Background: an optimization exercise with open tools, aiming at small area and a short achievable clock period. Do not read the settings as production practice. RTL that was checked went through simulation tests only; none was proved equivalent to the original. The RTL of runs 2 and 3 was laid out without a check of its function. Power and IR drop assume default switching activity.

--- design/flow/run.sh ---
#!/bin/bash
# synth_recipe.tcl (not shown) runs the flow's synth.tcl, then flattens the netlist and writes it again
# the make line also repeats each setting of config.mk as NAME=value (left out here)
make -C /OpenROAD-flow-scripts/flow DESIGN_CONFIG=/design/flow/config.mk WORK_HOME=/design/flow/orfs CLKGATE_MAP_FILE= SYNTH_SCRIPT=/design/flow/synth_recipe.tcl finish
--- design/flow/config.mk ---
export PLATFORM = sky130hd
export DESIGN_NAME = FPU_top
export DESIGN_NICKNAME = FPU_top
export VERILOG_FILES = /design/flow/design.v
export SDC_FILE = /design/flow/constraint.sdc
export NUM_CORES = 4
export LEC_CHECK = 0
export CAP_MARGIN = 20
export CORE_MARGIN = 2
export CORE_UTILIZATION = 40
export PLACE_DENSITY = 0.6
export SLEW_MARGIN = 20
--- design/flow/constraint.sdc ---
create_clock -name core_clock -period 15.0 [get_ports {i_clk}]
set_input_delay 3.0000 -clock core_clock [delete_from_list [all_inputs] [get_ports {i_clk}]]
set_output_delay 3.0000 -clock core_clock [all_outputs]
set_load 0.01 [all_outputs]
--- design/flow/design.v ---
module CLA_4bit (
    input  logic [3:0]  a,
    input  logic [3:0]  b,
    input  logic        cin,
    output logic [3:0]  sum,
    output logic        o_p,
    output logic        o_g
);
    logic [3:0] w_g, w_p;
    logic [3:0] w_c;
    assign w_g = a & b;
    assign w_p = a ^ b;
        assign w_c[0] = cin;
        assign w_c[1] = w_g[0] | (w_p[0] & w_c[0]);
        assign w_c[2] = w_g[1] | (w_p[1] & w_g[0]) | (w_p[1] & w_p[0] & w_c[0]);
        assign w_c[3] = w_g[2] | (w_p[2] & w_g[1]) | (w_p[2] & w_p[1] & w_g[0]) | (w_p[2] & w_p[1] & w_p[0] & w_c[0]);
    assign sum = w_p ^ w_c;
    assign o_p = &w_p;
    assign o_g = w_g[3] | (w_p[3] & w_g[2]) | (w_p[3] & w_p[2] & w_g[1]) | (w_p[3] & w_p[2] & w_p[1] & w_g[0]) | (w_p[3] & w_p[2] & w_p[1] & w_p[0] & w_c[0]);
endmodule
module CLA_8bit(
    input  logic        i_carry,
    input  logic [7:0]  i_data_a,
    input  logic [7:0]  i_data_b,
    output logic [7:0]  o_sum,
    output logic        o_carry
);
    logic [1:0] w_P, w_G;
    logic w_C;
    CLA_4bit CLA_4BIT_UNIT_0 (
        .a      (i_data_a[3:0]),
        .b      (i_data_b[3:0]),
        .cin    (i_carry),
        .sum    (o_sum[3:0]),
        .o_p    (w_P[0]),
        .o_g    (w_G[0])
    );
    assign w_C = w_G[0] | (w_P[0] & i_carry);
    CLA_4bit CLA_4BIT_UNIT_1 (
        .a      (i_data_a[7:4]),
        .b      (i_data_b[7:4]),
        .cin    (w_C),
        .sum    (o_sum[7:4]),
        .o_p    (w_P[1]),
        .o_g    (w_G[1])
    );
    assign o_carry = w_G[1] | (w_P[1] & (w_G[0] | (w_P[0] & i_carry)));
endmodule
module CLA_28bit(
    input logic         i_carry,
    input logic [27:0]  i_data_a,
    input logic [27:0]  i_data_b,
    output logic [27:0] o_sum,
    output logic        o_carry
);
logic [7:0] w_c;
logic [6:0] w_p;
logic [6:0] w_g;
genvar i;
generate
    assign w_c[0] = i_carry;
    CLA_4bit CLA_4BIT_UNIT_0 (
        .a      (i_data_a[3:0]),
        .b      (i_data_b[3:0]),
        .cin    (w_c[0]),
        .sum    (o_sum[3:0]),
        .o_p    (w_p[0]),
        .o_g    (w_g[0])
    );
    assign w_c[1] = w_g[0] | (w_p[0] & w_c[0]);
    for (i = 1; i < 7; i = i + 1) begin : CLA_BLOCK_GEN
        CLA_4bit CLA_4BIT_UNIT_1 (
            .a      (i_data_a[(i*4)+3 : i*4]),
            .b      (i_data_b[(i*4)+3 : i*4]),
            .cin    (w_c[i]),
            .sum    (o_sum[(i*4)+3 : i*4]),
            .o_p    (w_p[i]),
            .o_g    (w_g[i])
        );        
        assign w_c[i+1] = w_g[i] | (w_p[i] & w_c[i]);
    end
endgenerate
assign o_carry = w_c[7];
endmodule
module COMP_2bit(
    input  logic [1:0] i_data_a,
    input  logic [1:0] i_data_b,
    output logic       o_less,
    output logic       o_equal
);
    assign o_less  = ((~(i_data_a[1] | i_data_a[0])) & i_data_b[0]) | (~i_data_a[0] & (i_data_b[1] & i_data_b[0])) | (~i_data_a[1] & i_data_b[1]);
    assign o_equal = ~|(i_data_a ^ i_data_b);
endmodule
module COMP_4bit(
    input  logic [3:0] i_data_a,
    input  logic [3:0] i_data_b,
    output logic       o_less,
    output logic       o_equal
);
    logic w_less_low, w_equal_low;
    logic w_less_high, w_equal_high;
    COMP_2bit u_low (
        .i_data_a (i_data_a[1:0]),
        .i_data_b (i_data_b[1:0]),
        .o_less   (w_less_low),
        .o_equal  (w_equal_low)
    );
    COMP_2bit u_high (
        .i_data_a (i_data_a[3:2]),
        .i_data_b (i_data_b[3:2]),
        .o_less   (w_less_high),
        .o_equal  (w_equal_high)
    );
    assign o_less  = w_less_high | (w_equal_high & w_less_low);
    assign o_equal = w_equal_high & w_equal_low;
endmodule
module COMP_8bit (
    input  logic [7:0] i_data_a,
    input  logic [7:0] i_data_b,
    output logic                 o_less
);
    logic w_less_low, w_equal_low;
    logic w_less_high, w_equal_high;
    COMP_4bit u_low (
        .i_data_a (i_data_a[3:0]),
        .i_data_b (i_data_b[3:0]),
        .o_less   (w_less_low),
        .o_equal  (w_equal_low)
    );
    COMP_4bit u_high (
        .i_data_a (i_data_a[7:4]),
        .i_data_b (i_data_b[7:4]),
        .o_less   (w_less_high),
        .o_equal  (w_equal_high)
    );
    assign o_less = w_less_high | (w_equal_high & w_less_low);
endmodule
module COMP_28bit (
    input  logic [27:0] i_data_a,
    input  logic [27:0] i_data_b,
    output logic                 o_less  
);
    logic w_less_0_0, w_less_0_1, w_less_0_2, w_less_0_3, w_less_0_4, w_less_0_5, w_less_0_6;
    logic w_equal_0_0, w_equal_0_1, w_equal_0_2, w_equal_0_3, w_equal_0_4, w_equal_0_5, w_equal_0_6;
    COMP_4bit u_i_data_0 (
        .i_data_a (i_data_a[3:0]),
        .i_data_b (i_data_b[3:0]),
        .o_less   (w_less_0_0),
        .o_equal  (w_equal_0_0)
    );
    COMP_4bit u_i_data_1 (
        .i_data_a (i_data_a[7:4]),
        .i_data_b (i_data_b[7:4]),
        .o_less   (w_less_0_1),
        .o_equal  (w_equal_0_1)
    );
    COMP_4bit u_i_data_2 (
        .i_data_a (i_data_a[11:8]),
        .i_data_b (i_data_b[11:8]),
        .o_less   (w_less_0_2),
        .o_equal  (w_equal_0_2)
    );
    COMP_4bit u_i_data_3 (
        .i_data_a (i_data_a[15:12]),
        .i_data_b (i_data_b[15:12]),
        .o_less   (w_less_0_3),
        .o_equal  (w_equal_0_3)
    );
    COMP_4bit u_i_data_4 (
        .i_data_a (i_data_a[19:16]),
        .i_data_b (i_data_b[19:16]),
        .o_less   (w_less_0_4),
        .o_equal  (w_equal_0_4)
    );
    COMP_4bit u_i_data_5 (
        .i_data_a (i_data_a[23:20]),
        .i_data_b (i_data_b[23:20]),
        .o_less   (w_less_0_5),
        .o_equal  (w_equal_0_5)
    );
    COMP_4bit u_i_data_6 (
        .i_data_a (i_data_a[27:24]),
        .i_data_b (i_data_b[27:24]),
        .o_less   (w_less_0_6),
        .o_equal  (w_equal_0_6)
    );
    assign o_less = w_less_0_6
                  | (w_equal_0_6 & w_less_0_5)
                  | (w_equal_0_6 & w_equal_0_5 & w_less_0_4)
                  | (w_equal_0_6 & w_equal_0_5 & w_equal_0_4 & w_less_0_3)
                  | (w_equal_0_6 & w_equal_0_5 & w_equal_0_4 & w_equal_0_3 & w_less_0_2)
                  | (w_equal_0_6 & w_equal_0_5 & w_equal_0_4 & w_equal_0_3 & w_equal_0_2 & w_less_0_1)
                  | (w_equal_0_6 & w_equal_0_5 & w_equal_0_4 & w_equal_0_3 & w_equal_0_2 & w_equal_0_1 & w_less_0_0);
endmodule
module EXP_swap (
    input logic [7:0]     i_data_a        ,
    input logic [7:0]     i_data_b        ,
    output logic                    o_compare       ,    
    output logic [7:0]    o_less_data     ,
    output logic [7:0]    o_greater_data  
);
COMP_8bit COMP_LESS_UNIT (
    .i_data_a       (i_data_a),
    .i_data_b       (i_data_b),
    .o_less         (o_compare)
);
always_comb begin
    o_less_data     = (o_compare) ? i_data_a : i_data_b;
    o_greater_data  = (o_compare) ? i_data_b : i_data_a;
end
endmodule
module EXP_sub (
    input logic [7:0]   i_data_a,
    input logic [7:0]   i_data_b,
    output logic [7:0]  o_sub        
);
logic [7:0] w_data_b;
assign w_data_b = ~(i_data_b);
CLA_8bit CLA_8BIT_UNIT (
    .i_carry    (1'b1),
    .i_data_a   (i_data_a),
    .i_data_b   (w_data_b),
    .o_sum      (o_sub),
    .o_carry    ()
);
endmodule
module MAN_swap (
    input logic [23:0]         i_man_a     ,
    input logic [23:0]         i_man_b     ,
    input logic                     i_compare   ,
    output logic [23:0]     o_man_max   ,
    output logic [23:0]     o_man_min   
);
assign o_man_max    = i_compare ? i_man_b : i_man_a;
assign o_man_min    = i_compare ? i_man_a : i_man_b;
endmodule
module MAN_swap_2 (
    input logic [27:0]         i_man_a     ,
    input logic [27:0]         i_man_b     ,
    input logic                     i_compare   ,
    output logic [27:0]     o_man_max   ,
    output logic [27:0]     o_man_min   
);
assign o_man_max    = i_compare ? i_man_b : i_man_a;
assign o_man_min    = i_compare ? i_man_a : i_man_b;
endmodule
module SHF_right_28bit (
    input  logic [4:0] i_shift_number,
    input  logic [27:0]  i_data, 
    output logic [27:0]  o_data
);
localparam  SIZE_SHIFT = 5 ;
localparam  SIZE_DATA  = 28;
    logic [SIZE_DATA-1:0] stage [SIZE_SHIFT:0];
    assign stage[0] = i_data;
    genvar i;
    generate
        for (i = 0; i < SIZE_SHIFT; i++) begin : GEN_SHIFT
            localparam SHIFT_AMT = (1 << i);
            always_comb begin
                if (i_shift_number[i])
                    stage[i+1] = { {SHIFT_AMT{1'b0}}, stage[i][SIZE_DATA-1:SHIFT_AMT] };
                else
                    stage[i+1] = stage[i];
            end
        end
    endgenerate
    assign o_data = stage[SIZE_SHIFT];
endmodule
module SHF_left_28bit (
    input  logic [4:0] i_shift_number,
    input  logic [27:0]  i_data, 
    output logic [27:0]  o_data
);
localparam  SIZE_DATA  = 28;
localparam  SIZE_SHIFT = 5 ;
    logic [SIZE_DATA-1:0] stage [SIZE_SHIFT:0];
    assign stage[0] = i_data;
    genvar i;
    generate
        for (i = 0; i < SIZE_SHIFT; i++) begin : GEN_SHIFT
            localparam SHIFT_AMT = (1 << i);
            always_comb begin
                if (i_shift_number[i])
                    stage[i+1] = { stage[i][SIZE_DATA-1-SHIFT_AMT:0], {SHIFT_AMT{1'b0}} };
                else
                    stage[i+1] = stage[i];
            end
        end
    endgenerate
    assign o_data = stage[SIZE_SHIFT];
endmodule
module SIGN_unit (
    input logic             i_add_sub       ,
    input logic             i_comp_man      ,
    input logic             i_sign_man_a    ,
    input logic             i_sign_man_b    ,
    output logic            o_sign_s        
);
assign o_sign_s = (~i_add_sub & i_sign_man_b & i_comp_man) | (i_add_sub & ~i_sign_man_b & i_comp_man) | (i_sign_man_a & ~i_comp_man);
endmodule
module MAN_ALU #(
    parameter NUM_OP    = 1 
)(
    input logic [NUM_OP-1:0]    i_fpu_op        ,
    input logic                 i_sign_a        ,
    input logic                 i_sign_b        ,
    input logic [27:0]  i_man_max       ,
    input logic [27:0]  i_man_min       ,
    output logic [27:0] o_man_alu       ,
    output logic                o_overflow       
);
logic w_i_carry;
logic [27:0] w_n_man_b;
logic [27:0] w_i_man_b;
logic w_overflow;
assign w_i_carry = i_fpu_op ? ~(i_sign_a ^ i_sign_b) : (i_sign_a ^ i_sign_b);
assign w_n_man_b = ~(i_man_min);
assign w_i_man_b = w_i_carry ? w_n_man_b : i_man_min;
CLA_28bit ALU_SUB_UNIT (
    .i_carry        (w_i_carry),
    .i_data_a       (i_man_max),
    .i_data_b       (w_i_man_b),
    .o_sum          (o_man_alu),
    .o_carry        (w_overflow)
);
assign o_overflow = w_i_carry ? 1'b0 : w_overflow;
endmodule
module LOPD_4bit(
    input logic [3:0]       i_data  ,
    output logic [1:0]      o_pos_one,
    output logic            o_zero_flag
);
assign o_zero_flag = ~(i_data[3]|i_data[2]|(i_data[1]|i_data[0])) ;
assign o_pos_one[1] = (i_data[0] | i_data[1])&(~i_data[2])&(~i_data[3]);
assign o_pos_one[0] = ((~i_data[3])&i_data[2]) | ((~i_data[3])&(~i_data[1])&(i_data[0]));
endmodule
module LOPD_8bit(
    input logic [7:0]       i_data  ,
    output logic [2:0]      o_pos_one,
    output logic            o_zero_flag
);
logic w_zero_flag_0;
logic [1:0] w_pos_one_0;
LOPD_4bit LOPD_4bit_unit_0 (
    .i_data         (i_data[3:0]),
    .o_pos_one      (w_pos_one_0),
    .o_zero_flag    (w_zero_flag_0)
);
logic w_zero_flag_1;
logic [1:0] w_pos_one_1;
LOPD_4bit LOPD_4bit_unit_1 (
    .i_data         (i_data[7:4]),
    .o_pos_one      (w_pos_one_1),
    .o_zero_flag    (w_zero_flag_1)
);
logic [2:0] w_o_pos_one;
assign o_zero_flag = w_zero_flag_0 & w_zero_flag_1;
assign w_o_pos_one[2] = w_zero_flag_1;
assign w_o_pos_one[1] = w_zero_flag_1 ? w_pos_one_0[1] : w_pos_one_1[1];
assign w_o_pos_one[0] = w_zero_flag_1 ? w_pos_one_0[0] : w_pos_one_1[0];
assign o_pos_one = o_zero_flag ? '0 : w_o_pos_one;
endmodule
module LOPD_16bit(
    input logic [15:0]       i_data  ,
    output logic [3:0]      o_pos_one,
    output logic            o_zero_flag
);
logic [2:0]         w_pos_one_0;  
logic               w_zero_flag_0;
LOPD_8bit LOPD_8bit_unit_0(
    .i_data         (i_data[7:0]),
    .o_pos_one      (w_pos_one_0),
    .o_zero_flag    (w_zero_flag_0)
);
logic [2:0]         w_pos_one_1;  
logic               w_zero_flag_1;
LOPD_8bit LOPD_8bit_unit_1(
    .i_data         (i_data[15:8]),
    .o_pos_one      (w_pos_one_1),
    .o_zero_flag    (w_zero_flag_1)
);
logic [3:0] w_o_pos_one;
assign o_zero_flag = w_zero_flag_0 & w_zero_flag_1;
assign w_o_pos_one[3] = w_zero_flag_1;
assign w_o_pos_one[2] = w_zero_flag_1 ? w_pos_one_0[2] : w_pos_one_1[2];
assign w_o_pos_one[1] = w_zero_flag_1 ? w_pos_one_0[1] : w_pos_one_1[1];
assign w_o_pos_one[0] = w_zero_flag_1 ? w_pos_one_0[0] : w_pos_one_1[0];
assign o_pos_one = o_zero_flag ? '0 : w_o_pos_one;
endmodule
module LOPD_24bit (
    input logic [23:0]     i_data          ,
    output logic [4:0]    o_one_position  ,
    output logic                    o_zero_flag      
);
logic [15:0]     LOPD16_i_data;
assign LOPD16_i_data = i_data[23:8];
logic [3:0]      LOPD16_o_pos_one;
logic            LOPD16_o_zero_flag;
LOPD_16bit LOPD_16bit_UNIT_MSB (
    .i_data             (LOPD16_i_data),
    .o_pos_one          (LOPD16_o_pos_one),
    .o_zero_flag        (LOPD16_o_zero_flag)
);
logic [7:0]      LOPD8_i_data;
assign LOPD8_i_data = i_data[7:0];
logic [2:0]      LOPD8_o_pos_one;
logic            LOPD8_o_zero_flag;
LOPD_8bit LOPD_8bit_UNIT_LSB (
    .i_data             (LOPD8_i_data),
    .o_pos_one          (LOPD8_o_pos_one),
    .o_zero_flag        (LOPD8_o_zero_flag)
);
logic [4:0]        w_o_one_position;
assign o_zero_flag         = LOPD16_o_zero_flag & LOPD8_o_zero_flag;
assign w_o_one_position[4] = LOPD16_o_zero_flag;
assign w_o_one_position[3] = LOPD16_o_zero_flag ? 1'b0               : LOPD16_o_pos_one[3];
assign w_o_one_position[2] = LOPD16_o_zero_flag ? LOPD8_o_pos_one[2] : LOPD16_o_pos_one[2];
assign w_o_one_position[1] = LOPD16_o_zero_flag ? LOPD8_o_pos_one[1] : LOPD16_o_pos_one[1];
assign w_o_one_position[0] = LOPD16_o_zero_flag ? LOPD8_o_pos_one[0] : LOPD16_o_pos_one[0];
assign o_one_position = o_zero_flag ? 5'b11111 : w_o_one_position;
endmodule
module EXP_adjust (
    input  logic                    i_overflow  ,
    input  logic                    i_underflow ,
    input  logic                    i_zero_flag ,
    input  logic [7:0]    i_lopd_value,
    input  logic [7:0]     i_exp_value ,
    output logic [7:0]     o_exp_result
);
logic [7:0] w_exp_result;
logic w_i_carry;
assign w_i_carry = ~(i_overflow | i_underflow);
logic [7:0] w_data_b;
assign w_data_b = i_overflow ? 8'b0000_0001 : (i_underflow ? '0 : ~(i_lopd_value));
CLA_8bit CLA_8BIT_UNIT (
    .i_carry    (w_i_carry),
    .i_data_a   (i_exp_value),
    .i_data_b   (w_data_b),
    .o_sum      (w_exp_result),
    .o_carry    ()
);
assign o_exp_result = i_zero_flag ? 8'h00 : w_exp_result;
endmodule
module NORMALIZATION_unit (
    input logic                     i_overflow      ,
    input logic                     i_zero_flag     ,
    input logic [4:0]     i_one_position  ,
    input logic [27:0]     i_mantissa      ,
    output logic [27:0]    o_mantissa       
);
logic [27:0] w_shift_left;
SHF_left_28bit  SHF_left_28bit_unit (
    .i_shift_number     (i_one_position),
    .i_data             (i_mantissa), 
    .o_data             (w_shift_left)
);
assign o_mantissa = i_zero_flag ? '0 : (i_overflow ? {1'b1, i_mantissa[27:1]} : (~i_mantissa[27] ? w_shift_left : i_mantissa) );
endmodule
module RND_add (
    input logic [23:0]     i_data  ,
    input logic                     i_carry ,
    output logic [23:0]    o_data  ,
    output logic                    o_carry  
);
    logic [23:0] w_carry;
    assign w_carry[0] = i_carry;
    genvar i;
    generate
        for (i = 1; i < 24; i++) begin : proc_propage_one
            assign w_carry[i] = (&i_data[i-1:0]) & w_carry[0];
        end
    endgenerate
    assign o_data = i_data ^ w_carry;
    assign o_carry = (&i_data) & w_carry[0];
endmodule
module ROUNDING_unit (
    input logic [27:0]          i_man           ,
    output logic [23:0]  o_man_result    ,
    output logic                        o_ov_flow       
);
localparam SIZE_MAN          = 28;
localparam SIZE_MAN_RESULT   = 24;
logic [SIZE_MAN_RESULT-1:0] w_man_temp;
assign w_man_temp = i_man[SIZE_MAN-1:SIZE_MAN-SIZE_MAN_RESULT];
logic w_guard_bit, w_round_bit, w_sticky_bit;
assign w_guard_bit = i_man[3];
assign w_round_bit = i_man[2];
assign w_sticky_bit= i_man[1] | i_man[0];
logic w_rounding_result;
assign w_rounding_result = (w_guard_bit & w_round_bit) | (w_round_bit & w_sticky_bit);
RND_add  INCREASE_ROUNDING (
    .i_data         (w_man_temp),
    .i_carry        (w_rounding_result),
    .o_data         (o_man_result),
    .o_carry        (o_ov_flow) 
);
endmodule
module PSC_unit(
    input logic                     i_add_sub   ,
    input logic                     i_sign_a    ,
    input logic [7:0]               i_exp_a     ,
    input logic [23:0]              i_man_a     ,
    input logic                     i_sign_b    ,
    input logic [7:0]               i_exp_b     ,
    input logic [23:0]              i_man_b     ,
    output logic                    o_sel_exp   ,
    output logic [1:0]              o_sel_man    
);
logic w_E_one_A, w_E_one_B;
logic w_M_zero_A, w_M_zero_B;
assign w_E_one_A    = &i_exp_a;
assign w_E_one_B    = &i_exp_b;
assign w_M_zero_A   = ~|i_man_a[22:0];
assign w_M_zero_B   = ~|i_man_b[22:0];
assign o_sel_exp = (~i_sign_b & w_E_one_B & ~w_M_zero_B) | (~i_sign_a & w_E_one_A & ~w_M_zero_A) | (w_E_one_A & w_M_zero_A & w_E_one_B & w_M_zero_B);
assign o_sel_man[1] = (~i_sign_b & w_E_one_B & ~w_M_zero_B) | (~i_sign_a & w_E_one_A & ~w_M_zero_A & ~i_sign_b) | (~i_add_sub & ~i_sign_a & w_E_one_A & ~w_M_zero_A & ~w_M_zero_B) | (~i_add_sub & ~i_sign_a & w_E_one_A & w_E_one_B & w_M_zero_B) | (~i_sign_a & w_E_one_A & ~w_M_zero_A & w_E_one_B) | (~i_sign_a & w_E_one_A & ~i_sign_b & w_E_one_B) | (i_add_sub & i_sign_a & w_E_one_A & w_M_zero_A & i_sign_b & w_E_one_B & w_M_zero_B);
assign o_sel_man[0] = (~i_add_sub & ~i_sign_a & w_E_one_A & w_M_zero_A & ~i_sign_b & w_E_one_B & w_M_zero_B) | (~i_add_sub & i_sign_a & w_E_one_A & w_M_zero_A & i_sign_b & w_E_one_B & w_M_zero_B) | (i_add_sub & ~i_sign_a & w_E_one_A & w_M_zero_A & i_sign_b & w_E_one_B & w_M_zero_B) | (i_add_sub & i_sign_a & w_E_one_A & w_M_zero_A & ~i_sign_b & w_E_one_B & w_M_zero_B);
endmodule
module FPU_unit #(
    parameter NUM_OP    = 1
)(
    input logic [NUM_OP-1:0]    i_add_sub       ,
    input logic [31:0]          i_32_a          ,
    input logic [31:0]          i_32_b          ,
    output logic [31:0]         o_32_s          ,
    output logic                o_ov_flag       ,
    output logic                o_un_flag        
);
logic w_sign_a, w_sign_b;
logic [7:0] w_exponent_a, w_exponent_b;
logic [23:0] w_mantissa_a, w_mantissa_b;
assign w_sign_a = i_32_a[31];
assign w_sign_b = i_32_b[31];
assign w_exponent_a = i_32_a[30:23];
assign w_exponent_b = i_32_b[30:23]; 
assign w_mantissa_a = {1'b1, i_32_a[22:0]};
assign w_mantissa_b = {1'b1, i_32_b[22:0]};
logic w_sign_result;
logic [7:0] w_exponent_result;
logic [23:0] w_mantissa_result;
logic w_EXPSWAP_compare;
logic [7:0] w_EXPSWAP_max, w_EXPSWAP_min;
logic [7:0] w_EXPSUB_diff_value;
logic [23:0] w_MAN_SWAP1_max, w_MAN_SWAP1_min;
logic [27:0] w_MAN_SHF_RIGHT_min, w_MAN_SHF_RIGHT_max;
logic w_MAN_COMP_28BIT_less;
logic w_MAN_PRE_SWAP_BY_MAN_compara;
logic [27:0] w_MAN_PRE_SWAP_BY_MAN_max,      w_MAN_PRE_SWAP_BY_MAN_min;
logic [27:0] w_MAN_ALU_man;
logic        w_MAN_ALU_overflow;
logic [4:0] w_LOPD_24BIT_one_position;
logic       w_LOPD_24BIT_zero_flag;
logic [7:0] w_EXP_ADJUST_result;
logic [27:0] w_NORMALIZATION_man;
logic [23:0] w_ROUNDING_man;
logic        w_ROUNDING_ov_flow;
logic                    PSC_o_sel_exp;
logic [1:0]              PSC_o_sel_man;
EXP_swap EXP_SWAP_UNIT (
    .i_data_a           (w_exponent_a),
    .i_data_b           (w_exponent_b),
    .o_compare          (w_EXPSWAP_compare),    
    .o_less_data        (w_EXPSWAP_min),
    .o_greater_data     (w_EXPSWAP_max) 
);
EXP_sub  EXP_SUB_UNIT(
    .i_data_a           (w_EXPSWAP_max),
    .i_data_b           (w_EXPSWAP_min),
    .o_sub              (w_EXPSUB_diff_value)
);
 MAN_swap MAN_PRE_SWAP_BY_EXPONENT_UNIT (
    .i_man_a            (w_mantissa_a),
    .i_man_b            (w_mantissa_b),
    .i_compare          (w_EXPSWAP_compare),
    .o_man_max          (w_MAN_SWAP1_max),
    .o_man_min          (w_MAN_SWAP1_min)
);
assign w_MAN_SHF_RIGHT_max = {w_MAN_SWAP1_max, 4'b0};
SHF_right_28bit  SHF_RIGHT_28BIT_UNIT (
    .i_shift_number     (w_EXPSUB_diff_value[4:0]),
    .i_data             ({w_MAN_SWAP1_min, 4'b0}), 
    .o_data             (w_MAN_SHF_RIGHT_min)
);
COMP_28bit MAN_COMP_28BIT_UNIT (
    .i_data_a           (w_MAN_SHF_RIGHT_max),
    .i_data_b           (w_MAN_SHF_RIGHT_min),
    .o_less             (w_MAN_COMP_28BIT_less)
);
assign w_MAN_PRE_SWAP_BY_MAN_compara = w_MAN_COMP_28BIT_less;
MAN_swap_2  MAN_PRE_SWAP_BY_MAN_UNIT (
    .i_man_a            (w_MAN_SHF_RIGHT_max),   
    .i_man_b            (w_MAN_SHF_RIGHT_min),   
    .i_compare          (w_MAN_PRE_SWAP_BY_MAN_compara),
    .o_man_max          (w_MAN_PRE_SWAP_BY_MAN_max),
    .o_man_min          (w_MAN_PRE_SWAP_BY_MAN_min)
);
SIGN_unit SIGN_OUT(
    .i_add_sub       (i_add_sub),
    .i_comp_man      (w_MAN_COMP_28BIT_less | w_EXPSWAP_compare),
    .i_sign_man_a    (w_sign_a),
    .i_sign_man_b    (w_sign_b),
    .o_sign_s        (w_sign_result) 
);
MAN_ALU #(
    .NUM_OP         (NUM_OP)
) MAN_ALU_UNIT (
    .i_fpu_op           (i_add_sub),
    .i_sign_a           (w_sign_a),
    .i_sign_b           (w_sign_b),
    .i_man_max          (w_MAN_PRE_SWAP_BY_MAN_max),
    .i_man_min          (w_MAN_PRE_SWAP_BY_MAN_min),
    .o_man_alu          (w_MAN_ALU_man),
    .o_overflow         (w_MAN_ALU_overflow)
);
LOPD_24bit LOPD_24BIT_UNIT (
    .i_data             (w_MAN_ALU_man[27:4]),
    .o_one_position     (w_LOPD_24BIT_one_position),
    .o_zero_flag        (w_LOPD_24BIT_zero_flag)
);
EXP_adjust EXP_ADJUST_UNIT (
    .i_overflow         (o_ov_flag),
    .i_underflow        (w_MAN_ALU_man[27]),
    .i_zero_flag        (w_LOPD_24BIT_zero_flag),
    .i_lopd_value       ({3'b0, w_LOPD_24BIT_one_position}),
    .i_exp_value        (w_EXPSWAP_max),
    .o_exp_result       (w_EXP_ADJUST_result)
);
NORMALIZATION_unit NORMALIZATION_UNIT (
    .i_overflow         (w_MAN_ALU_overflow),
    .i_zero_flag        (w_LOPD_24BIT_zero_flag),
    .i_one_position     (w_LOPD_24BIT_one_position),
    .i_mantissa         (w_MAN_ALU_man),
    .o_mantissa         (w_NORMALIZATION_man) 
);
ROUNDING_unit ROUNDING_UNIT (
    .i_man              (w_NORMALIZATION_man),
    .o_man_result       (w_ROUNDING_man),
    .o_ov_flow          (w_ROUNDING_ov_flow)
);
PSC_unit PSC_UNIT(
    .i_add_sub          (i_add_sub),
    .i_sign_a           (w_sign_a),
    .i_exp_a            (w_exponent_a),
    .i_man_a            (w_mantissa_a),
    .i_sign_b           (w_sign_b),
    .i_exp_b            (w_exponent_b),
    .i_man_b            (w_mantissa_b),
    .o_sel_exp          (PSC_o_sel_exp),
    .o_sel_man          (PSC_o_sel_man) 
);
assign w_exponent_result = PSC_o_sel_exp ? 8'hFF : w_EXP_ADJUST_result; 
Mux_4_to_1 SEL_MANTISSA_FOR_RESULT (
    .i_sel          (PSC_o_sel_man),
    .i_data_00      (w_ROUNDING_man),
    .i_data_01      (24'h000000),
    .i_data_10      (24'h000001),
    .i_data_11      (w_ROUNDING_man),
    .o_data         (w_mantissa_result) 
);
assign o_32_s = {w_sign_result, w_exponent_result, w_mantissa_result[22:0]};
assign o_ov_flag = w_MAN_ALU_overflow | w_ROUNDING_ov_flow;
assign o_un_flag = ~w_MAN_ALU_man[27];
endmodule
module Mux_4_to_1 (
    input logic [1:0]               i_sel    ,
    input logic [23:0]     i_data_00,
    input logic [23:0]     i_data_01,
    input logic [23:0]     i_data_10,
    input logic [23:0]     i_data_11,
    output logic [23:0]    o_data    
);
logic [23:0] w_o_data;
always_comb begin : proc_mux_4_to_1
    case (i_sel)
        2'b00: 
            w_o_data = i_data_00;
        2'b01:
            w_o_data = i_data_01;
        2'b10:
            w_o_data = i_data_10;
        2'b11:
            w_o_data = i_data_11; 
        default: 
            w_o_data = i_data_00;
    endcase
end
assign o_data = w_o_data;
endmodule
module FPU_top  #(
    parameter NUM_OP    = 1
)(
    input logic                 i_clk           ,
    input logic                 i_rst_n         ,
    input logic [NUM_OP-1:0]    i_add_sub       ,
    input logic [31:0]          i_32_a          ,
    input logic [31:0]          i_32_b          ,
    output logic [31:0]         o_32_s          ,
    output logic                o_ov_flag       ,
    output logic                o_un_flag        
);
logic [NUM_OP-1:0]    w_i_add_sub;
logic [31:0]          w_i_32_a;
logic [31:0]          w_i_32_b;
logic [31:0]          w_o_32_s;    
logic                 w_o_ov_flag;
logic                 w_o_un_flag;
always_ff @( posedge i_clk or negedge i_rst_n ) begin : proc_est_time
    if(~i_rst_n) begin
        w_i_add_sub         <= '0;
        w_i_32_a            <= '0;
        w_i_32_b            <= '0;
        o_32_s              <= '0;
        o_ov_flag           <= '0;
        o_un_flag           <= '0;
    end else begin
        w_i_add_sub         <= i_add_sub;
        w_i_32_a            <= i_32_a;
        w_i_32_b            <= i_32_b;
        o_32_s              <= w_o_32_s;
        o_ov_flag           <= w_o_ov_flag;
        o_un_flag           <= w_o_un_flag;
    end
end
FPU_unit #(
    .NUM_OP      (NUM_OP)
) FPU_UNIT (
    .i_add_sub          (w_i_add_sub),
    .i_32_a             (w_i_32_a),
    .i_32_b             (w_i_32_b),
    .o_32_s             (w_o_32_s),
    .o_ov_flag          (w_o_ov_flag),
    .o_un_flag          (w_o_un_flag) 
);
endmodule
==> flow_results.org, run 1 <==
** Status
- The flow ran to the end and the layout has no timing, DRC or antenna violations.

** Clock network
- Clock transition at the register clock pins on the worst setup and hold paths after CTS :: about 0.07 ns
- Counting every sink on the clock net gives 99.
- Buffers inserted during clock tree synthesis total 9.
- Clock tree synthesis selected as its root buffer the cell sky130_fd_sc_hd__clkbuf_16.
- TritonCTS built the clock tree.
- In this run the deepest clock path goes through 2 buffers.
- # H-tree levels :: 3
- Later-pin clock latency in the skew report :: 0.38 ns

** Setup path
- In this design, the stage delay of the slowest critical-path cell is between 0.5 and 0.6 ns.
- Data on the critical path is required at its endpoint by 15.30 ns.
- The worst register-to-register path ends at o_32_s[27].
- Path type of the worst setup path :: register to register
- The most numerous cell type found on the critical path is sky130_fd_sc_hd__buf_4.
- The number of cells on the worst reg-to-reg path is between 60 and 70.
- The worst setup path is captured at a register.
- Of all nets on the critical path, the largest fanout is 8.
- The startpoint identified for the worst register-to-register timing path is w_i_32_a[28].
- Slowest cell on the critical path :: sky130_fd_sc_hd__or4_4
- R2R setup slack :: around 0.59 ns
- Data on the critical path arrives at its endpoint at 14.70 ns.
- Category of the worst setup path launch point :: register

** Logic synthesis
- Synthesis handed over a netlist of 1542 instances.
- The number of nets in the synthesized netlist is 1665.
- In this run, synthesis inferred 0 flip-flops with an integrated enable.
- In this run, synthesis produced a sequential element count of 99.
- Share of Yosys cell area claimed by the top area cell type :: 0.201
- In this run the mean area of a mapped cell was 8.00 µm².
- Top cell type by total area after synthesis :: sky130_fd_sc_hd__dfrtp_1
- Counting flops with an async set or reset pin after synthesis yields a share of 1.00.
- Sequential area share after synthesis :: 0.201
- Number of warnings reported in the yosys synthesis log :: 7
- Area of the mapped netlist :: around 12000 µm²
- After synthesis, the netlist uses 105 different library cells.
- Synth top area cells :: sky130_fd_sc_hd__dfrtp_1, sky130_fd_sc_hd__mux2i_1, sky130_fd_sc_hd__xnor2_1
- For this run, the leading register cell type out of synthesis is sky130_fd_sc_hd__dfrtp_1.

** Min path
- Launch instance of the worst min-delay path :: w_i_32_a[31]
- Min-Delay Endpoint :: o_32_s[31]
- Hold-critical path depth :: 1
- In this run the worst hold path is classified as register to register.

** Floorplanning
- From left edge to right edge, the die measures around 180 µm.
- Row generation in the floorplan step produced 64 rows.
- I/O pin total :: 101
- Die Area :: 32300 µm²
- Measured along the y axis, the die boundary spans between 150 and 200 µm.
- The core region is 30500 µm².
- Effective utilization at floorplan :: 0.404

** Global routing
- The total overflow left after global routing is 0.
- First-pass GRT wire length :: 80600 µm
- Number of antenna violations at the first check in global routing :: 0
- Largest net degree at the start of global routing :: 68
- The via count of the first global-routing pass came to between 10000 and 15000.
- Total track usage :: 0.323

** Layout
- Non-filler instance count after layout :: 2210
- FF/Latch Area :: 2480 µm²
- Final #Nets :: a little under 2000
- Layout overhead on the synthesized area :: 31.7%
- After routing the design area is 16300 µm².
- Share of post-route cells with drive strength above 1 :: 0.233
- The number of antenna diodes in the final layout is 0.
- Fillers :: 2913
- Area of combinational cells with multiple inputs :: 9870 µm²

** Timing
- Setup violations remaining at the end of the flow were counted as 0.
- The clock arrives with roughly 0.013 ns of skew.
- Peak Freq :: roughly 69 MHz
- Slew Limit Headroom :: 0.185
- For the finished layout, the period the worst path requires is 14.41 ns.
- Post-Route Hold Slack :: 0.761 ns
- Of the available clock period, the critical path in the final layout requires 0.960.
- Slew Limit Fails :: 0
- Number of hold violations in the final report :: 0
- For the pin with the worst max-slew slack, the measured transition is 1.22 ns.
- Final setup margin :: approximately 0.59 ns

** Job
- The tool flagged a number of max-cap violations equal to 0.

** Place
- Count of placed standard cells including taps :: 2150
- At the end of routability-driven placement, the weighted congestion stood at 0.981.
- Summing all placed instances gives a cell area of 15000 µm².
- Post-DP HPWL :: around 44000 µm
- Port buffering added 100 buffers.
- At the placement stage, the worst setup path has a slack of -0.243 ns.

** Pwr
- Clk pwr share :: 0.055
- P_sw :: 2.38 mW
- Of the total power, the share spent switching nets is 0.546.
- The share of total power dissipated in sequential elements is 0.082.
- The worst-case IR drop observed on VDD is 112 µV.
- Of the total power, combinational logic draws 0.863.
- For this design the static power due to leakage is 7.08 nW.
- Power spread over the standard cell area amounts to about 270 nW/µm².
- Internal power component :: roughly 2.0 mW

** Route
- Routed wire length per instance :: 24.5 µm
- Count of antenna-violating nets left after detailed routing :: 0
- Before antenna repair, the detailed router went through 6 iterations.
- In the routed layout, each cell is associated on average with a via count of 6.21.
- Number of remaining DRC errors :: 0
- In this run, the number of DRC markers left after iteration 0 of detailed routing was 1060.
- The routed layout has 13715 vias.
- Total wirelength of the detailed-routed design :: 54200 µm
critical path, delay by kind of cell, from the launching register on:
kind / cells / cell delay (ns)
adder cells (fa/ha/maj): 5 / 1.61
AO/OA/AOI/OAI: 36 / 6.81
buffers and inverters: 9 / 1.40
flip-flops: 1 / 0.37
AND/OR/NAND/NOR: 15 / 3.37
multiplexers: 2 / 0.77
cells in the final DEF (no fill, tap or decap), types with 31 or more instances in the layout:
master                            Yosys  routed
sky130_fd_sc_hd__nor3_1              38      34
sky130_fd_sc_hd__clkdlybuf4s50_1      0      99
sky130_fd_sc_hd__xnor2_1             78      75
sky130_fd_sc_hd__nand3_1             50      49
sky130_fd_sc_hd__mux2i_1            137     124
sky130_fd_sc_hd__a211oi_1            36      31
sky130_fd_sc_hd__dfrtp_1             99      98
sky130_fd_sc_hd__ha_1                48      48
sky130_fd_sc_hd__inv_1               53      52
sky130_fd_sc_hd__a21oi_1            104      94
sky130_fd_sc_hd__nor2_1             121     115
sky130_fd_sc_hd__buf_4                6     219
sky130_fd_sc_hd__o21ai_0             87      76
sky130_fd_sc_hd__nand2_1            157     152
cell families (layout without fill, tap and decap cells):
logic type / count (synthesis) / in the layout / synth area share
AND/OR/NAND/NOR: 509 / 509 / 0.198
AO/OA/AOI/OAI: 471 / 472 / 0.267
multiplexers: 166 / 166 / 0.147
buffers and inverters: 132 / 403 / 0.0461
XOR/XNOR: 108 / 108 / 0.0790
flip-flops: 99 / 99 / 0.201
adder cells (fa/ha/maj): 57 / 57 / 0.0625
worst max-delay path by stage:
| stage | from | to | slack [ns] | cells past startpoint |
|---|---|---|---|---|
| floorplan | w_i_32_a[30] | o_32_s[27] | 0.002 | 66 |
| global placement | w_i_32_a[24] | o_32_s[27] | -0.05 | 64 |
| detailed placement | w_i_32_a[24] | o_32_s[27] | -0.24 | 64 |
| CTS | w_i_32_a[30] | o_32_s[27] | 0.003 | 64 |
| global route | w_i_32_a[29] | o_32_s[27] | -0.1 | 64 |
| finish | w_i_32_a[28] | o_32_s[27] | 0.59 | 67 |
Yosys cell counts, drive strengths merged, types with 11 or more instances:
cell / instances
nand2: 158
mux2i: 139
nor2: 123
a21oi: 108
dfrtp: 99
o21ai: 99
xnor2: 79
inv: 53
nand3: 51
ha: 48
clkbuf: 40
buf: 39
nor3: 39
a211oi: 38
a31oi: 30
xor2: 28
a21o: 22
o211ai: 22
nand2b: 21
nor4: 20
and3: 19
mux2: 19
nand4: 16
o221ai: 16
o22ai: 16
or2: 13
nor2b: 12
and2: 11
or3: 11
area by class of cell:
cell class | count | area share
Clock buffer | 10 | 0.0147
Clock inverter | 6 | 0.00439
Inverter | 53 | 0.0122
Multi-Input combinational cell | 1312 | 0.607
Sequential cell | 99 | 0.152
Tap cell | 396 | 0.0305
Timing Repair Buffer | 334 | 0.179
per-stage QoR:
stage	utilization	total power, mW	setup TNS (ns)
5_1_grt	0.533	4.59	-0.175
3_3_place_gp	0.491	3.77	-0.0523
4_1_cts	0.506	4.01	0
3_5_place_dp	0.491	3.73	-0.636
6_report	0.533	4.36	0
2_1_floorplan	-	2.32	0
sequential cells by signal (all words and copies together) (netlist names):
register,cells
o_32_s,32
w_i_32_a,32
w_i_32_b,32
o_ov_flag,1
o_un_flag,1
w_i_add_sub,1
routing by layer:
metal	vias up	GRT usage	wire, µm
li1	6306	-	-
met1	6628	0.412	22600
met2	624	0.544	25500
met3	157	0.0314	3010
met4	0	0.166	3050
met5	-	0	0
power groups by stage:
stage | clock network [mW] | logic, mW | registers [mW]
global placement | 0 | 3.40 | 0.363
finish | 0.242 | 3.76 | 0.358
global route | 0.262 | 3.96 | 0.365
floorplan | 0 | 1.93 | 0.382
detailed placement | 0 | 3.36 | 0.364
CTS | 0.252 | 3.40 | 0.359
timing repair:
action,in CTS,in global routing
buffers inserted,6,35
resized for setup,18,112
hold buffers,0,0
endpoints found under the setup margin,4,9
gates cloned,1,2
hold endpoints to repair,0,0
pin swaps,2,45
==> inputs of run 2 (changes only) <==
--- a/design/flow/design.v
+++ b/design/flow/design.v
@@ -697,39 +697,114 @@
     input logic [31:0]          i_32_b          ,
     output logic [31:0]         o_32_s          ,
     output logic                o_ov_flag       ,
-    output logic                o_un_flag        
+    output logic                o_un_flag
 );
-logic [NUM_OP-1:0]    w_i_add_sub;
-logic [31:0]          w_i_32_a;
-logic [31:0]          w_i_32_b;
-logic [31:0]          w_o_32_s;    
-logic                 w_o_ov_flag;
-logic                 w_o_un_flag;
-always_ff @( posedge i_clk or negedge i_rst_n ) begin : proc_est_time
+logic        w_sa, w_sb, w_sbe, w_eff_sub;
+logic [7:0]  w_ea, w_eb;
+logic [22:0] w_fa, w_fb;
+logic [8:0]  w_dab;
+logic [7:0]  w_dba;
+logic        w_exp_lt;
+logic [4:0]  w_shamt;
+logic        w_sh0, w_f_lt, w_f_gt, w_take_b, w_sign;
+logic [7:0]  w_emax;
+logic [22:0] w_big, w_small;
+logic        w_sel_exp;
+logic [1:0]  w_sel_man;
+assign w_sa = i_32_a[31];
+assign w_sb = i_32_b[31];
+assign w_ea = i_32_a[30:23];
+assign w_eb = i_32_b[30:23];
+assign w_fa = i_32_a[22:0];
+assign w_fb = i_32_b[22:0];
+assign w_sbe     = w_sb ^ i_add_sub[0];
+assign w_eff_sub = w_sa ^ w_sbe;
+assign w_dab    = {1'b0, w_ea} - {1'b0, w_eb};
+assign w_dba    = w_eb - w_ea;
+assign w_exp_lt = w_dab[8];
+assign w_shamt  = w_exp_lt ? w_dba[4:0] : w_dab[4:0];
+assign w_emax   = w_exp_lt ? w_eb : w_ea;
+assign w_sh0    = ~|w_shamt;
+assign w_f_lt   = w_fa < w_fb;
+assign w_f_gt   = w_fb < w_fa;
+assign w_take_b = w_exp_lt ? ~(w_sh0 & w_f_gt) : (w_sh0 & w_f_lt);
+assign w_big    = w_take_b ? w_fb : w_fa;
+assign w_small  = w_take_b ? w_fa : w_fb;
+assign w_sign   = (w_exp_lt | (w_sh0 & w_f_lt)) ? w_sbe : w_sa;
+PSC_unit PSC_UNIT(
+    .i_add_sub          (i_add_sub[0]),
+    .i_sign_a           (w_sa),
+    .i_exp_a            (w_ea),
+    .i_man_a            ({1'b1, w_fa}),
+    .i_sign_b           (w_sb),
+    .i_exp_b            (w_eb),
+    .i_man_b            ({1'b1, w_fb}),
+    .o_sel_exp          (w_sel_exp),
+    .o_sel_man          (w_sel_man)
+);
+logic [22:0] r_big, r_small;
+logic [4:0]  r_shamt;
+logic [7:0]  r_emax;
+logic        r_sign, r_eff_sub, r_sel_exp;
+logic [1:0]  r_sel_man;
+always_ff @( posedge i_clk ) begin
+    r_big       <= w_big;
+    r_small     <= w_small;
+    r_shamt     <= w_shamt;
+    r_emax      <= w_emax;
+    r_sign      <= w_sign;
+    r_eff_sub   <= w_eff_sub;
+    r_sel_exp   <= w_sel_exp;
+    r_sel_man   <= w_sel_man;
+end
+logic [27:0] w_A, w_B, w_R;
+logic        w_cout, w_ov;
+logic [4:0]  w_lz;
+logic        w_zero;
+logic [27:0] w_N;
+logic [23:0] w_M;
+logic        w_rnd, w_rnd_ov, w_ov_flag;
+logic [22:0] w_man;
+logic [7:0]  w_exp;
+assign w_A = {1'b1, r_big, 4'b0};
+assign w_B = {1'b1, r_small, 4'b0} >> r_shamt;
+assign {w_cout, w_R} = r_eff_sub ? ({1'b0, w_A} - {1'b0, w_B}) : ({1'b0, w_A} + {1'b0, w_B});
+assign w_ov = ~r_eff_sub & w_cout;
+always_comb begin
+    w_lz = 5'd31;
+    for (int i = 4; i < 28; i++)
+        if (w_R[i]) w_lz = 5'(27 - i);
+end
+assign w_zero = ~|w_R[27:4];
+assign w_N = w_zero ? 28'b0 : (w_ov ? {1'b1, w_R[27:1]} : (w_R << w_lz));
+assign w_M      = w_N[27:4];
+assign w_rnd    = w_N[2] & (w_N[3] | w_N[1] | w_N[0]);
+assign w_rnd_ov = w_rnd & (&w_M);
+assign w_ov_flag = w_ov | w_rnd_ov;
+assign w_exp = w_sel_exp_r(r_sel_exp, w_zero, w_ov_flag, r_emax, w_lz);
+function automatic [7:0] w_sel_exp_r(input logic sel, input logic zero, input logic ov,
+                                     input logic [7:0] emax, input logic [4:0] lz);
+    if (sel)       w_sel_exp_r = 8'hFF;
+    else if (zero) w_sel_exp_r = 8'h00;
+    else if (ov)   w_sel_exp_r = emax + 8'd1;
+    else           w_sel_exp_r = emax - {3'b0, lz};
+endfunction
+always_comb begin
+    case (r_sel_man)
+        2'b01:   w_man = 23'd0;
+        2'b10:   w_man = 23'd1;
+        default: w_man = w_M[22:0] + {22'd0, w_rnd};
+    endcase
+end
+always_ff @( posedge i_clk or negedge i_rst_n ) begin
     if(~i_rst_n) begin
-        w_i_add_sub         <= '0;
-        w_i_32_a            <= '0;
-        w_i_32_b            <= '0;
         o_32_s              <= '0;
         o_ov_flag           <= '0;
         o_un_flag           <= '0;
     end else begin
-        w_i_add_sub         <= i_add_sub;
-        w_i_32_a            <= i_32_a;
-        w_i_32_b            <= i_32_b;
-        o_32_s              <= w_o_32_s;
-        o_ov_flag           <= w_o_ov_flag;
-        o_un_flag           <= w_o_un_flag;
+        o_32_s              <= {r_sign, w_exp, w_man};
+        o_ov_flag           <= w_ov_flag;
+        o_un_flag           <= ~w_R[27];
     end
 end
-FPU_unit #(
-    .NUM_OP      (NUM_OP)
-) FPU_UNIT (
-    .i_add_sub          (w_i_add_sub),
-    .i_32_a             (w_i_32_a),
-    .i_32_b             (w_i_32_b),
-    .o_32_s             (w_o_32_s),
-    .o_ov_flag          (w_o_ov_flag),
-    .o_un_flag          (w_o_un_flag) 
-);
 endmodule
==> run 2 against run 1 <==
Compared with the run above: critical path depth is 31 lower; total power is 21% lower; core utilization is 8.1 points lower; sequential cell count is 1 lower; non-clock buffer count is 218 lower; register-to-register slack better by 2.5 ns; sequential share of layout area is 0.66 points lower; sequential power is 5.9% higher; global-route usage is 1.9 points lower; clock skew is 0.0029 ns lower; critical path type unchanged; critical endpoint is now o_32_s[30]; largest power group unchanged.
==> flow_results.org, run 2 <==
** Setup path
- Nature of the critical path endpoint :: register
- The endpoint identified for the worst register-to-register timing path is o_32_s[30].
- The critical path is of the register to register type.
- Capture point of the critical path :: o_32_s[30]
- Category of cells accounting for the largest share of critical-path delay :: compound AO/OA/AOI/OAI gates
- Counting buffers and inverters, the worst setup path is 36 cells deep.
- WP data required :: 15.25 ns
- On the worst path, the slowest cell contributes a delay of 0.78 ns.
- Critical path buffer and inverter count :: 3
- Critical path arrival :: roughly 12 ns
- R2R setup slack :: 3.05 ns
- Category of the worst setup path launch point :: register
- Worst reg2reg startpoint :: r_shamt[2]
- The slowest stage of the critical path is the sky130_fd_sc_hd__mux2i_1 cell.
- Along the worst path, the maximum fanout reaches 26.
- Reg2Reg Depth :: 36
- The most critical setup path has its startpoint at r_shamt[2].

** Global routing
- The via count of the first global-routing pass was between 10000 and 15000.
- Largest net degree at the start of global routing :: between 50 and 60
- Global routing finished with a remaining overflow of 0.
- In the global route stage, overall resource usage came out at 0.304.
- First-pass GRT wire length :: 80000 µm
- Number of antenna violations at the first check in global routing :: 0

** Place
- Global placement routability congestion :: around 1.0
- Once detailed placement completed, the half-perimeter wirelength came to 41200 µm.
- Once placement completed, the tool counted placed cells totaling 2142.
- Worst setup timing slack at the placement stage :: ~3.2 ns
- Port Buf Inserts :: 100

** Layout
- The layout has between 3000 and 4000 filler cells.
- Flip-flop count of the largest register, all copies and words added :: 32
- Non-filler instance count after layout :: 2158
- Layout overhead on the synthesized area :: 11.4%
- The final layout contains about 1900 nets.
- Share of post-route cells with drive strength above 1 :: 0.111
- Largest registers ranked by flip-flop count :: o_32_s x32, r_big x23, r_small x23
- Area of combinational cells with multiple inputs :: approximately 10000 µm²
- Diodes inserted :: 0
- The top cell types in the final layout, fill and taps aside, are sky130_fd_sc_hd__nand2_1, sky130_fd_sc_hd__a21oi_1, sky130_fd_sc_hd__nor2_1, sky130_fd_sc_hd__inv_1, sky130_fd_sc_hd__clkdlybuf4s50_1.
- Counting flops per register, the top entry is o_32_s.
- The sequential cells in the finished layout cover a total of 2140 µm².

** Pwr
- P_sw :: just under 2 mW
- Of the total power, the share spent switching nets is 0.570.
- Internal power comes to 1.49 mW.
- Power spread over the standard cell area amounts to 237 nW/µm².
- Total design power :: between 3 and 4 mW
- Of the total power, combinational logic draws 0.818.
- In this run the static leakage power is approximately 6.0 nW.
- The share of total power dissipated in the clock network is 0.073.
- Flop pwr share :: 0.109
- Worst IR Drop VDD :: 87.5 µV

** Timing
- Worst Tran Pin Value :: 1.02 ns
- Setup-violating endpoint count in the final report :: 0
- The number of max-slew violations in the final report was 0.
- Number of hold violations in the final report :: 0
- Headroom to the max-slew limit came out at 0.312.
- For this run, the top clock speed supported by timing is 83.7 MHz.
- The clock period could shrink to ~12 ns.
- Clock skew on the completed layout was measured at between 0.01 and 0.015 ns.
- Setup slack closes at 3.05 ns.
- Setup total negative slack on the finished layout was measured at 0 ns.
- Post-Route Hold Slack :: 0.331 ns
- Setup repair after global routing left no endpoint under its margin.
- Period utilisation layout :: 0.797

** Floorplanning
- Cell Rows :: 66
- Die span in y :: 185 µm
- The initial utilization of the core area, before any placement, comes to 0.405.
- During I/O placement, the number of pins put on the boundary was 101.
- Die outline width :: 185 µm
- The total area inside the core boundary comes to 32500 µm².
- Die Area :: 34300 µm²

** Route
- Count of antenna-violating nets left after detailed routing :: 0
- For this block, the routed nets add up to 51900 µm of wire.
- The routed layout has 14037 vias.
- Using the TritonRoute via totals, the vias-per-cell ratio works out to 6.50.
- After the first detailed-routing iteration, the DRC count stood at 1609.
- In the final routed layout, each cell accounts on average for 24.1 µm.
- The pre-antenna-repair detailed-routing pass consisted of 6 iterations.
- For this run, design rule violations remaining after detail routing come to 0.

** Clock network
- In this run the number of H-tree levels came out at 3.
- Post-CTS setup-driven buffer insertion count :: 0
- The clock drives 98 sinks.
- Clock buffers created by TritonCTS :: 9
- CTS tree :: yes
- Later-pin clock latency in the skew report :: 0.37 ns
- Number of gates given a new drive strength after cts :: 0
- Quantity of hold-fixing buffers added after cts :: 0
- After clock tree synthesis, the clock-pin slew on the worst setup and hold paths is around 0.070 ns.
- In this run the clock root is driven by a sky130_fd_sc_hd__clkbuf_16.
- Counting along the longest clock path gives a buffer depth of 2.

** Logic synthesis
- Distinct cells, synth :: roughly 120
- In the post-synthesis netlist, the cell with the most instances is sky130_fd_sc_hd__a21oi_1.
- In this run the cell area of the synthesized design comes to between 10000 and 15000 µm².
- Count of mapped cells out of synthesis :: 1684
- Of the post-synthesis cell area, the dominant cell type holds 0.0974.
- Of the post-synthesis cell area, the part taken by muxes is 0.126.
- Leading post-synthesis cells by instance count :: sky130_fd_sc_hd__a21oi_1, sky130_fd_sc_hd__nand2_1, sky130_fd_sc_hd__nor2_1
- Syn_nets :: 1850
- In the synthesized netlist the async set-or-reset flop fraction comes to 0.347.
- Of the synthesized area, sequential elements account for 0.162.
- Combinational family with the most area after synthesis :: compound AO/OA/AOI/OAI gates
- Of the total synthesized cell area, the portion taken by AND, OR, NAND and NOR gates is 0.218.
- Share of synthesized cell area in full adder, half adder and majority cells :: 0.0965
- The most used flip-flop cell after synthesis is sky130_fd_sc_hd__dfxtp_1.
- The synthesized design contains 0 enable-type register cells.
- The compound-gate portion of the synthesized area came to 0.299.
- Avg Synthesized Cell Area :: 7.81 µm²
- Count of state elements after synthesis :: just under 100
- XOR/XNOR Fraction of Synth Area :: 0.0298
- Top cell type by total area after synthesis :: sky130_fd_sc_hd__dfxtp_1
- Number of warnings reported in the yosys synthesis log :: 1
- Ranked by total cell area, the synthesized netlist is headed by sky130_fd_sc_hd__dfxtp_1, sky130_fd_sc_hd__ha_1, sky130_fd_sc_hd__dfrtp_1.

** Min path
- The tightest min-delay check is of the register to register type.
- Hold-critical path depth :: 0

** Job
- The tool flagged a number of max-cap violations equal to 0.

** Status
- Outcome :: timing/DRC/antenna clean
run 2: cell types whose count changed in the layout (fill, tap and decap cells not counted), sizes merged, moves of 52 or more:
cell   previous run  this run
buf             233        17
dfxtp             0        64
mux2i           139        55
dfrtp            99        34
xnor2            79        23
mux2             19        71
run 2: worst reg2reg max path: cells and delay by family, from the launching register on:
kind            cells  cell delay [ns]
compound gates     16             4.59
mux                 2             1.33
flops               1             0.66
xor+xnor            1             0.28
buf+inv             3             1.15
simple gates       12             3.04
fa+ha+maj           2             0.80
run 2: how the worst min path moves through the flow:
stage	from	endpoint	slack [ns]
floorplan	r_sign	o_32_s[31]	0.32
CTS	r_sign	o_32_s[31]	0.33
global route	r_sign	o_32_s[31]	0.35
global placement	r_sign	o_32_s[31]	0.32
detailed placement	r_sign	o_32_s[31]	0.32
finish	r_sign	o_32_s[31]	0.33
run 2: area by class of cell:
type                       count  share of cell area
multi-input combinational   1382               0.691
sequential                    98               0.146
timing repair buffer         116              0.0762
tap                          442              0.0377
inverter                     104              0.0270
clock buffer                   9              0.0154
clock inverter                 7             0.00649
run 2: power groups by stage:
stage               Combinational, mW  Sequential [mW]  Clock [mW]
floorplan                        1.89            0.394           0
global placement                 2.75            0.382           0
detailed placement               2.72            0.385           0
CTS                              2.74            0.379       0.259
global route                     3.02            0.386       0.267
finish                           2.83            0.379       0.253
run 2: through the flow:
stage,util,cell area [µm²]
final,0.451,14700
after global routing,0.451,14700
after CTS,0.451,14600
after detailed placement,0.441,14300
after global placement,0.441,14300
after floorplan,-,13200
run 2: cells by family after synthesis:
kind of cell,count (synthesis)
flip-flops,98
buffers and inverters,204
multiplexers,139
AO/OA/AOI/OAI,557
adder cells (fa/ha/maj),99
XOR/XNOR,43
AND/OR/NAND/NOR,544
run 2: routing by layer:
metal	up-vias	global-route usage	routed length, µm
li1	6404	-	-
met1	6746	0.423	22700
met2	750	0.476	22800
met3	137	0.0535	4830
met4	0	0.0981	1670
met5	-	0	0
==> inputs of run 3 (changes only) <==
--- a/design/flow/config.mk
+++ b/design/flow/config.mk
@@ -5,8 +5,10 @@
 export SDC_FILE = /design/flow/constraint.sdc
 export NUM_CORES = 4
 export LEC_CHECK = 0
+export ABC_CLOCK_PERIOD_IN_PS = 8000
 export CAP_MARGIN = 20
 export CORE_MARGIN = 2
 export CORE_UTILIZATION = 40
 export PLACE_DENSITY = 0.6
+export SETUP_SLACK_MARGIN = 5
 export SLEW_MARGIN = 20
==> run 3 against run 2 <==
Compared with the run above: sequential share of layout area down 1.2 points; synthesized cell count unchanged; critical path type unchanged; critical path depth up 1; die area unchanged; fmax up 23%; still clean; hold slack about the same; clock skew down 0.0018 ns; routed wire length up 5.0%; design area up 9.7%; largest cell class unchanged; sequential power about the same; core utilization up 4.4 points.
==> flow_results.org, run 3 <==
** Setup path
- In this run the worst path has a maximum fanout of 20.
- The cell family contributing the most delay on the critical path is compound AO/OA/AOI/OAI gates.
- The worst register-to-register path ends at o_32_s[30].
- In this run the critical register-to-register path is launched from r_shamt[0].
- Counting buffers and inverters, the worst setup path is 37 cells deep.
- Critical path buffer and inverter count :: 4
- The most critical setup path has its startpoint at r_shamt[0].
- Slowest cell delay on critical path :: 0.66 ns
- The slowest stage of the critical path is the sky130_fd_sc_hd__a221oi_1 cell.
- Data on the critical path is required at its endpoint by 15.25 ns.
- R2R setup slack :: approximately 5.3 ns
- Category of the worst setup path launch point :: register
- Nature of the critical path endpoint :: register
- For the worst setup path, the data arrival time is 9.97 ns.
- By startpoint and endpoint, the worst setup path is classified as register to register.
- Reg2Reg Depth :: 37
- Capture point of the critical path :: o_32_s[30]

** Route
- Count of antenna-violating nets left after detailed routing :: 0
- Count of vias placed by the detailed router :: ~14000
- For this block, the initial DRC count from the detailed router was 1779.
- After detailed routing, the number of remaining DRC violations is 0.
- After detailed routing, the average wire length per cell comes to 24.5 µm.
- Wires add up to 54500 µm.
- The first detailed-routing pass ran for 9 iterations.
- Dividing the detail-routed via count by the number of cells gives approximately 6.5.

** Logic synthesis
- Leading post-synthesis cells by instance count :: sky130_fd_sc_hd__a21oi_1, sky130_fd_sc_hd__nand2_1, sky130_fd_sc_hd__nor2_1
- The biggest area contributor in the post-synthesis netlist is sky130_fd_sc_hd__dfxtp_1.
- The number of nets handed over by synthesis was around 1900.
- For this run, the number of Yosys warnings is 1.
- sky130_fd_sc_hd__a21oi_1 is the most common cell in the netlist.
- The synthesized design contains 0 enable-type register cells.
- Primary flip-flop cell chosen by synthesis mapping :: sky130_fd_sc_hd__dfxtp_1
- Yosys attributes the largest share of cell area to sky130_fd_sc_hd__dfxtp_1, sky130_fd_sc_hd__ha_1, sky130_fd_sc_hd__dfrtp_1.
- Avg Synthesized Cell Area :: 7.81 µm²
- Count of mapped cells out of synthesis :: 1684
- Distinct cells, synth :: 116
- Sequential area share after synthesis :: 0.162
- Area of the mapped netlist :: ~13000 µm²
- Synthesis inferred 98 register bits.
- Of the post-synthesis cell area, the dominant cell type holds 0.0974.
- In the synthesized netlist the async set-or-reset flop fraction comes to 0.347.

** Layout
- With fillers left out, the area of the finished cells amounts to between 15000 and 20000 µm².
- Final #Nets :: ~2000
- The finished layout holds 2227 standard cells, fillers aside.
- Compared with the post-synthesis result, the final layout area differs by 22.2%.
- Share of post-route cells with drive strength above 1 :: 0.207
- The largest registers in the layout are o_32_s x32, r_big x23, r_small x23.
- Highest-count cells in the layout ignoring fill and taps :: sky130_fd_sc_hd__nand2_1, sky130_fd_sc_hd__a21oi_1, sky130_fd_sc_hd__nor2_1, sky130_fd_sc_hd__clkdlybuf4s50_1, sky130_fd_sc_hd__inv_1
- Diodes inserted :: 0
- The register with the most flip-flops in the layout has 32 of them.
- Register ranked first by flip-flop count :: o_32_s
- Most common cell after layout, fill and taps aside :: sky130_fd_sc_hd__nand2_1

** Floorplanning
- The floorplan step defined a die boundary enclosing 34300 µm².
- I/O pin total :: 101
- Core ar. :: 32500 µm²
- The initial utilization of the core area, before any placement, comes to 0.405.
- Measured along the x axis, the die boundary spans 185 µm.
- Die span in y :: approximately 190 µm
- Cell Rows :: 66

** Timing
- Unrepaired setup endpoints after global routing :: false
- Summed over all failing endpoints, the final setup total negative slack is 0 ns.
- Post-Route Hold Slack :: 0.331 ns
- Setup slack on the critical path of the routed design comes to 5.28 ns.
- Post-route clock skew :: approximately 0.0086 ns
- Setup-violating endpoint count in the final report :: 0
- Number of hold violations in the final report :: 0
- Min Clock Period, post-route :: 9.72 ns
- Period utilisation layout :: 0.648
- At the pin with the least slew margin, the transition time is 1.11 ns.
- Based on the critical path, the design can be clocked at up to around 100 MHz.
- Slew Limit Fails :: 0
- In this run the tightest slew margin relative to its limit is 0.262.

** Clock network
- The clock passes through at most 2 buffers.
- CTS tree :: yes
- Later-pin clock latency in the skew report :: 0.37 ns
- Num Clock Sinks :: 98
- Root buffer selected by CTS :: sky130_fd_sc_hd__clkbuf_16
- # H-tree levels :: 3
- Clock transition at the register clock pins on the worst setup and hold paths after CTS :: 0.07 ns
- For this design, the CTS-stage hold fixing added 0 buffers.
- Clock buffers created by TritonCTS :: 9

** Pwr
- Total power density per cell area :: 242 nW/µm²
- Worst IR Drop VDD :: 102 µV
- Static power due to leakage :: 6.54 nW

** Global routing
- Entering global routing, the biggest net connects slightly below 60 pins.
- Via count of the first global-routing pass :: 13511
- Across every metal layer, demand over resource in global routing totals 0.312.
- First-pass GRT wire length :: 82000 µm
- The initial antenna violation count was 0.
- Remaining global-route overflow :: 0

** Place
- Count of placed standard cells including taps :: 2142
- Routability-driven placement finished with a final weighted congestion of 1.02.
- Timing analysis after detailed placement gives a worst setup slack of 3.24 ns.
- Area after DPL :: 14300 µm²
- Post-DP HPWL :: 41200 µm
- The count of buffers added on input and output ports is 100.

** Min path
- Worst Hold Class :: register to register

** Status
- The run finished with no timing, DRC or antenna violations.

** Job
- Max-capacitance violation count :: 0
==> run 3: per-stage QoR <==
step	util	power (mW)
after global placement	0.441	3.13
after CTS	0.469	3.53
after detailed placement	0.441	3.11
final	0.495	3.89
after global routing	0.495	4.10
after floorplan	-	2.28
==> run 3: worst min-delay path by stage <==
stage	slack, ns	to	from	cells after the start
6_report	0.33	o_32_s[31]	r_sign	0
2_1_floorplan	0.32	o_32_s[31]	r_sign	0
5_1_grt	0.35	o_32_s[31]	r_sign	0
3_3_place_gp	0.32	o_32_s[31]	r_sign	0
4_1_cts	0.33	o_32_s[31]	r_sign	0
3_5_place_dp	0.32	o_32_s[31]	r_sign	0
==> run 3: logic make-up after synthesis <==
family | share of synthesized area
AO/OA/AOI/OAI | 0.299
AND/OR/NAND/NOR | 0.218
buffers and inverters | 0.0695
multiplexers | 0.126
adder cells (fa/ha/maj) | 0.0965
flip-flops | 0.162
XOR/XNOR | 0.0298
==> run 3: area by class of cell <==
| cell class | instances | area (µm²) |
|---|---|---|
| Timing Repair inverter | 1 | 6.26 |
| Clock inverter | 7 | 95.1 |
| Fill cell | 3162 | 16400 |
| Sequential cell | 98 | 2140 |
| Multi-Input combinational cell | 1382 | 10900 |
| Tap cell | 442 | 553 |
| Timing Repair Buffer | 184 | 1770 |
| Clock buffer | 9 | 225 |
| Inverter | 104 | 425 |
==> run 3: per-layer routing <==
layer | vias up | routed length, µm | global-route usage
met3 | 148 | 5730 | 0.0556
met5 | - | 0 | 0
met4 | 0 | 1820 | 0.0971
met2 | 863 | 24100 | 0.492
met1 | 6891 | 22900 | 0.431
li1 | 6543 | - | -
==> run 3: repair_timing <==
item,in CTS,in global routing
endpoints found under the setup margin,7,1
pin swaps,9,35
resized for setup,82,98
gates cloned,1,2
setup buffers,24,42
==> run 3: where the power goes <==
| group | internal [mW] | switching, mW | leakage, nW |
|---|---|---|---|
| clock | 0.134 | 0.118 | 0.157 |
| combinational | 1.26 | 2.01 | 5.44 |
| sequential | 0.340 | 0.0359 | 0.942 |

==> static timing again, ports no longer ideal <==
The flow's constraints put no driver on any port. The routed layouts listed below were extracted and timed again, unchanged, in two steps. Step 1 sets driving cells, clkbuf_16 on the clock port and buf_2 on the other inputs (assumed; they add their load-dependent delay and slew). Step 2, shift: input delay + t, output delay - t, t = (earliest + latest rising clock arrival at the registers) / 2. This alone moves slack from input paths to output paths. Three values: no drivers, after step 1, after step 2; two values: the first two.
run | shift t [ns] | setup slack, ns | worst setup path after step 2 | worst register clock-pin slew, ns
run 1 | 0.426 | 0.593 / 0.593 / 0.593 | register to register | 0.08 / 0.08
run 2 | 0.414 | 3.049 / 3.049 / 3.049 | register to register | 0.08 / 0.08
run 3 | 0.418 | 5.284 / 5.284 / 5.284 | register to register | 0.08 / 0.08
After both steps every run listed still meets setup and hold.
